Source: an optimization exercise on an open RTL-to-GDS flow (aim: small area, a short achievable clock period and few clock cycles per item). Production flows keep margins and buffers that such runs may drop.
Function was not checked in any run shown here: the RTL went through the layout flow alone.
No activity file was given, so power comes from the tool's default toggle rates.

==> flow/design.v (outline; a module is shown in full before it is edited, if it fits) <==
// module mult_unit: 979 lines
// module mu_fa: 4 lines
// module mu_benc: 5 lines
// module mu_ha: 4 lines
module mult_unit (
    input  logic        clk_i,
    input  logic        rst_ni,
    input  logic        start_i,
    input  logic [2:0]  op_type_i,
    input  logic [31:0] operand_a_i,
    input  logic [31:0] operand_b_i,
    output logic [31:0] result_o,
    output logic        done_o,
    output logic        exception_valid_o,
    output logic [31:0] exception_cause_o
);
  // ...
==> flow/flow/run.sh <==
#!/bin/bash
# The standard layout, with repair_timing asked for extra setup slack and plain port buffers
bash standard.sh SETUP_SLACK_MARGIN=8.0 "BUFFER_PORTS_ARGS=-buffer_cell sky130_fd_sc_hd__buf_2" finish > standard.log 2>&1
==> flow/standard.sh <==
#!/bin/bash
# synth_recipe.tcl (not shown) runs the flow's synth.tcl, then flattens the netlist and writes it again
# the make line also repeats each setting of config.mk as NAME=value (left out here)
make -C /OpenROAD-flow-scripts/flow DESIGN_CONFIG=/design/flow/config.mk WORK_HOME=/design/flow/orfs CLKGATE_MAP_FILE= SYNTH_SCRIPT=/design/flow/synth_recipe.tcl "${@:-finish}"
==> flow/config.mk <==
export PLATFORM = sky130hd
export DESIGN_NAME = mult_unit
export DESIGN_NICKNAME = mult_unit
export VERILOG_FILES = /design/flow/design.v
export SDC_FILE = /design/flow/constraint.sdc
export NUM_CORES = 4
export LEC_CHECK = 0
export ABC_AREA = 1
export CAP_MARGIN = 20
export CORE_MARGIN = 2
export CORE_UTILIZATION = 60
export CTS_BUF_LIST = sky130_fd_sc_hd__clkbuf_8
export CTS_CLUSTER_SIZE = 40
export SLEW_MARGIN = 20
export SYNTH_HIERARCHICAL = 1
export SYNTH_MINIMUM_KEEP_SIZE = 0
==> flow/constraint.sdc <==
create_clock -name core_clock -period 15.0 [get_ports {clk_i}]
set_input_delay 3.0000 -clock core_clock [delete_from_list [all_inputs] [get_ports {clk_i}]]
set_output_delay 3.0000 -clock core_clock [all_outputs]
set_load 0.01 [all_outputs]
==> key figures, run 1 <==
Run
  – Max Cap Viol: 0

Placement
  – Cell Count Post-Placement: 3326

Layout
  – Antenna Cells: 3
  – Sequential cell area share: 0.09345
  – Final-layout clock-cell area share: 0.01475
  – Fill cells: 3826
  – Most frequent cells in the layout: o22ai_1 (528), xnor2_1 (516), fa_1 (500)
  – Max reg flops: 127
  – Fraction of area in multi-input gates: 0.7904
  – Seq. cell area: 0.002608 mm^2
  – Final Cell Area: 0.02790 mm^2
  – Buffering overhead: 0.03430
  – Layout area overhead: 4.366%
  – Top class by area: multi-input combinational cells

Setup path
  – Worst Path Buf+Inv: 6
  – CP Cell Sequence: buf_2 > buf_12 > ha_1 > inv_1 > nand2_1 > nor2_1 > clkinvlp_4 > buf_12 > o21ai_0 > inv_1 > fa_1 > fa_1 > fa_1 > fa_1 > fa_1
  – Top Family by Delay on Critical Path: adder cells

Detailed routing
  – Routed wire length on met2: 39.48 mm
  – Pre-antenna DRT Iters: 6
  – Total number of vias: 21330
  – DRT iter0 DRCs: 2090
  – DR top layer: met5
  – Antenna-violating nets left: 0

Outcome
  – Outcome: complete, no violations

Global routing
  – M1 GR Usage: 0.4670
  – Vias in the first global route: 22500
  – Busiest grt layer: met2

STA
  – Final hold viol count: 0
  – Setup tns final: 0 ns
  – # setup viols final: 0

Power
  – Sw frac: 0.5112
  – P_leak: 11.55 nW

Clock tree
  – # resized after CTS: 14
  – CTS Buffer Depth: 2
  – H-tree depth: 4
  – Total setup buffers inserted after CTS: 2

Floorplan
  – Die area: 0.04626 mm^2
==> inputs of run 2 (changes only) <==
--- a/flow/design.v
+++ b/flow/design.v
@@ -14,32 +14,30 @@
 );
     logic a_sgn, b_sgn;
     assign a_sgn = ~(op_type_i[1] & op_type_i[0]);
     assign b_sgn = ~op_type_i[1];
     logic [33:0] am;    
     assign am = {operand_a_i[31] & a_sgn, operand_a_i, 1'b0};
     logic [32:0] bm;    
     assign bm = {operand_b_i, 1'b0};
-    logic [15:0] neg, negz;
+    logic [15:0] one, two, neg, negz;
     logic [577:0] pp;
     genvar gj, gi;
     generate
         for (gj = 0; gj < 16; gj = gj + 1) begin : g_booth
             logic [33:0] x;    
-            logic [1:0] one2, two2;
-            mu_benc u_enc0 (.b(bm[2*gj+2:2*gj]), .one(one2[0]), .two(two2[0]), .negz(negz[gj]));
-            mu_benc u_enc1 (.b(bm[2*gj+2:2*gj]), .one(one2[1]), .two(two2[1]), .negz());
+            mu_benc u_enc (.b(bm[2*gj+2:2*gj]), .one(one[gj]), .two(two[gj]), .negz(negz[gj]));
             assign neg[gj]  = bm[2*gj+2];
             assign x = {am[33], am[33:1]} ^ {34{neg[gj]}};
-            assign pp[gj*34] = (one2[0] & x[0]) | (two2[0] & neg[gj]);
+            assign pp[gj*34] = (one[gj] & x[0]) | (two[gj] & neg[gj]);
             for (gi = 1; gi < 33; gi = gi + 1) begin : g_bit
-                assign pp[gj*34+gi] = (one2[gi/17] & x[gi]) | (two2[gi/17] & x[gi-1]);
+                assign pp[gj*34+gi] = (one[gj] & x[gi]) | (two[gj] & x[gi-1]);
             end
-            assign pp[gj*34+33] = ~((one2[1] | two2[1]) & x[33]);
+            assign pp[gj*34+33] = ~((one[gj] | two[gj]) & x[33]);
         end
     endgenerate
     logic d16;
     assign d16 = operand_b_i[31] & ~b_sgn;
     generate
         for (gi = 0; gi < 33; gi = gi + 1) begin : g_row16
             assign pp[16*34+gi] = d16 & am[gi+1];
         end
==> flow/flow/run.sh (replaced) <==
#!/bin/bash
# The standard layout, with repair_timing asked for extra setup slack, plain port buffers
# and one tie cell for the constant outputs
bash standard.sh SETUP_SLACK_MARGIN=8.0 "BUFFER_PORTS_ARGS=-buffer_cell sky130_fd_sc_hd__buf_2" SKIP_REPAIR_TIE_FANOUT=1 finish > standard.log 2>&1
==> run 2 against run 1 <==
Against the previous run: flip-flop and latch count did not move; area after synthesis shrank 1.9%; total power up 1.1%; clock power down 2%; critical path type unchanged; maximum frequency is 1.0% lower; still clean; highest routed layer is now met4; critical endpoint is now st_q[90]$_DFF_P_; non-clock buffer count up 34; first-iteration DRC count decreased by 12%; worst hold slack better by 0.015 ns.
==> key figures, run 2 <==
Synthesis
  – #FFs+latches synth: 130
  – Ys async rst share: 0.007692
  – Top cells by area, synth: fa_1 (38%), xnor2_1 (17%), o22ai_1 (13%)
  – Area leader, netlist: fa_1
  – Most frequent cell after synthesis: o22ai_1
  – Seq/Total Area, Yosys: 0.09939
  – Yosys warns: 7 (unchanged)
  – Synth Instances: 2715 (was 2811)
  – Netlist cell types: 32
  – Top post-synthesis cells by count: o22ai_1 (531), xnor2_1 (516), fa_1 (500), inv_1 (242)
  – Mean Syn Cell Area: 9.663 um^2 (was 9.511 um^2)
  – EDFF count, synth: 0
  – Netlist Area Pre-Place: 0.02623 mm^2 (was 0.02674 mm^2)
  – Ys flop type: dfxtp_1
  – Area share of the largest cell type after synthesis: 0.3816

Detailed routing
  – DRC violations left: 0 (unchanged)
  – Pre-antenna DRT Iters: 6 (unchanged)
  – Routed WL: 84.28 mm (was 84.08 mm)
  – Per-cell routed wire length: 26.01 um (was 24.93 um)
  – DR vias/cell: 6.435 (was 6.324)
  – Total number of vias: 20850 (was 21330)
  – Antenna-violating nets left: 0 (unchanged)
  – DRT iter0 DRCs: 1843 (was 2090)

Layout
  – Final Cell Area: 0.02768 mm^2 (was 0.02790 mm^2)
  – Max reg flops: 127 (unchanged)
  – Largest regs: st_q x127, sel_q x2, done_q x1 (unchanged)
  – Layout area overhead: 5.518% (was 4.366%)
  – Fin nets: 3339 (was 3481)
  – Fill cells: 3652 (was 3826)
  – End-of-flow core utilization: 0.6426 (was 0.6324)
  – Most common cell after layout, fill and taps aside: o22ai_1 (unchanged)
  – Layout cell share with drive strength beyond 1: 0.09808 (was 0.07127)
  – Most frequent cells in the layout: o22ai_1 (517), xnor2_1 (516), fa_1 (500) (was o22ai_1 (528), xnor2_1 (516), fa_1 (500))
  – Biggest register: st_q (unchanged)

Setup path
  – Top Family by Delay on Critical Path: adder cells (unchanged)
  – Most frequent CP cell: fa_1 (unchanged)
  – CP peak stage delay: 0.59 ns (was 0.56 ns)
  – CP Cell Sequence: buf_2 > o21ai_2 > buf_4 > xor2_1 > o21bai_1 > fa_1 > fa_1 > fa_1 > fa_1 > fa_1 (was buf_2 > buf_12 > ha_1 > inv_1 > nand2_1 > nor2_1 > clkinvlp_4 > buf_12 > o21ai_0 > inv_1 > fa_1 > fa_1 > fa_1 > fa_1 > fa_1)
  – Crit path from: operand_a_i[31] (was operand_b_i[9])
  – Critical Path End Type: flip-flop (unchanged)
  – Worst setup SP type: input port (unchanged)
  – Crit path max fanout: 18 (was 21)
  – Crit path kind: in -> reg (unchanged)
  – Critical path's slowest cell: fa_1 (unchanged)
  – Worst Path Required: 15.42 ns (was 15.44 ns)
  – Crit path DAT: 7.44 ns (was 7.39 ns)
  – Worst Path Buf+Inv: 2 (was 6)

STA
  – Fin crit share: 0.4679 (was 0.4631)
  – Final hold viol count: 0 (unchanged)
  – Hold WS: 2.209 ns (was 2.194 ns)
  – Worst slew margin: 0.3378 (was 0.3160)
  – # setup viols final: 0 (unchanged)
  – Final Max Tran Viols: 0 (unchanged)
  – Fmax: 0.1425 GHz (was 0.1439 GHz)
  – Final period demand of the worst path: 7.019 ns (was 6.947 ns)
  – Setup tns final: 0 ns (unchanged)
  – RSZ-0062 raised after global routing: yes (unchanged)
  – Slew @ Worst Pin: 0.9922 ns (was 1.025 ns)

Clock tree
  – Root buf cell: clkbuf_8 (unchanged)
  – CTS tree: yes (unchanged)
  – CTS Buffer Depth: 2 (unchanged)
  – Reg clk slew, reported paths: 0.08 ns (about the same)
  – H-tree depth: 4 (unchanged)
  – CTS Buf Count: 17 (unchanged)
  – # clock sinks: 130 (unchanged)
  – Cts hold-fix bufs: 0 (unchanged)

Global routing
  – Grt ovf: 0 (unchanged)
  – First-pass GRT wire length: 126.5 mm (was 128.8 mm)
  – Total track usage: 0.3818 (was 0.3723)
  – Largest net degree at the start of global routing: 39 (was 42)
  – Vias in the first global route: 21630 (was 22500)
  – Number of antenna violations at the first check in global routing: 5 (was 3)

Placement
  – Placed cell area: 0.02658 mm^2 (was 0.02713 mm^2)
  – Final HPWL DP: 65.23 mm (was 65.89 mm)
  – RePlAce Congestion: 0.9796 (was 0.9628)
  – Port Buffers: 102 (unchanged)

Run
  – Max Cap Viol: 0 (unchanged)

Power
  – Maximum vdd ir drop: 262.6 uV (was 209.4 uV)
  – Power Dens Cells: 223.5 mW/mm^2 (was 219.3 mW/mm^2)
  – P_leak: 11.22 nW (was 11.55 nW)
  – Pwr Total: 6.186 mW (was 6.118 mW)

Floorplan
  – Core area: 0.04308 mm^2 (was 0.04412 mm^2)
  – Top Ports: 136 (unchanged)
  – Rows: 76 (was 77)
  – Die Y: 213.1 um (was 215.1 um)
  – Starting Density: 0.6090 (was 0.6059)
  – Die width: 213.1 um (was 215.1 um)
  – Die area: 0.04541 mm^2 (was 0.04626 mm^2)

Hold path
  – Worst hold-check path type: in -> async (unchanged)

Outcome
  – Outcome: complete, no violations (unchanged)
[run 2: what timing repair did]
| action | in CTS | in global routing |
|---|---|---|
| setup endpoints to repair | 41 | 46 |
| resized for setup | 36 | 68 |
| buffers inserted | 5 | 8 |
| gates cloned | 0 | 7 |
[run 2: cell type report]
cell class | count | area, um^2 | area share
Timing Repair Buffer | 169 | 1339 | 0.04836
Clock inverter | 12 | 141.4 | 0.005108
Tap cell | 585 | 732.0 | 0.02644
Antenna cell | 4 | 10.01 | 0.0003616
Inverter | 244 | 952.2 | 0.03440
Timing Repair inverter | 2 | 15.01 | 0.0005424
Clock buffer | 19 | 261.5 | 0.009447
Multi-Input combinational cell | 2075 | 21620 | 0.7811
Sequential cell | 130 | 2608 | 0.09420
[run 2: where the power goes]
group / switching [mW] / internal (mW) / total [mW]
Sequential: 0.0888 / 0.639 / 0.728
Combinational: 2.92 / 2.21 / 5.13
Clock: 0.158 / 0.169 / 0.327
Total: 3.17 / 3.02 / 6.19
[run 2: stage by stage]
step / instances / setup WS [ns]
after floorplan: 2715 / 8.115
after global placement: 3185 / 7.103
after detailed placement: 3185 / 6.974
after CTS: 3221 / 7.989
after global routing: 3239 / 7.994
final: 3240 / 7.981
[run 2: routing by layer]
metal  GRT usage  vias up  routed length, um
met5           0        -                  0
met4      0.1934        0               4699
met3     0.07751      336               7103
met2      0.6111     1136              39410
met1      0.4942    10440              33070
li1            -     8943                  -
[run 2: modules after synthesis (local to each module, per instance)]
module     flops+latches  cells
mu_benc                0      8
mult_unit            130   2077
mu_fa                  0      1
mu_ha                  0      1
[run 2: cell families after synthesis]
logic type	after synthesis	share of synthesized area
DFF	130	0.09939
and+or+nand+nor	266	0.04092
xor gates and xnor gates	559	0.1866
buffers and inverters	510	0.08304
other	1	0.0001429
AOI/OAI and AO/OA	619	0.1463
adders and majority gates	630	0.4436
[run 2: worst max-delay path by stage]
| stage | endpoint | slack, ns | cells after the start |
|---|---|---|---|
| detailed placement | st_q[68]$_DFF_P_ | 6.97 | 15 |
| floorplan | st_q[66]$_DFF_P_ | 8.11 | 13 |
| finish | st_q[90]$_DFF_P_ | 7.98 | 10 |
| CTS | st_q[68]$_DFF_P_ | 7.99 | 15 |
| global route | st_q[68]$_DFF_P_ | 7.99 | 15 |
| global placement | st_q[64]$_DFF_P_ | 7.10 | 11 |

-- separate check: timing with driven ports --
The results above use ideal ports. As a check the final layouts listed here were re-extracted and re-timed, cells and wires unchanged. Step 1 sets driving cells, clkbuf_16 on the clock port and buf_2 on the other inputs (assumed; they add their load-dependent delay and slew). Step 2, shift: input delay + t, output delay - t, t = (earliest + latest rising clock arrival at the registers) / 2. This alone moves slack from input paths to output paths. Three values: no drivers, after step 1, after step 2; two values: the first two.
| run | t (ns) | setup slack, ns | slew at the worst register clock pin (ns) |
|---|---|---|---|
| run 1 | 0.623 | 8.053 / 8.079 / 7.455 | 0.11 / 0.11 |
| run 2 | 0.595 | 7.981 / 8.013 / 7.418 | 0.09 / 0.09 |
After both steps setup and hold are still met in every run listed. The setup slack of run 1, which loses most, moves by +0.026 ns with the drivers and by -0.598 ns with both steps.
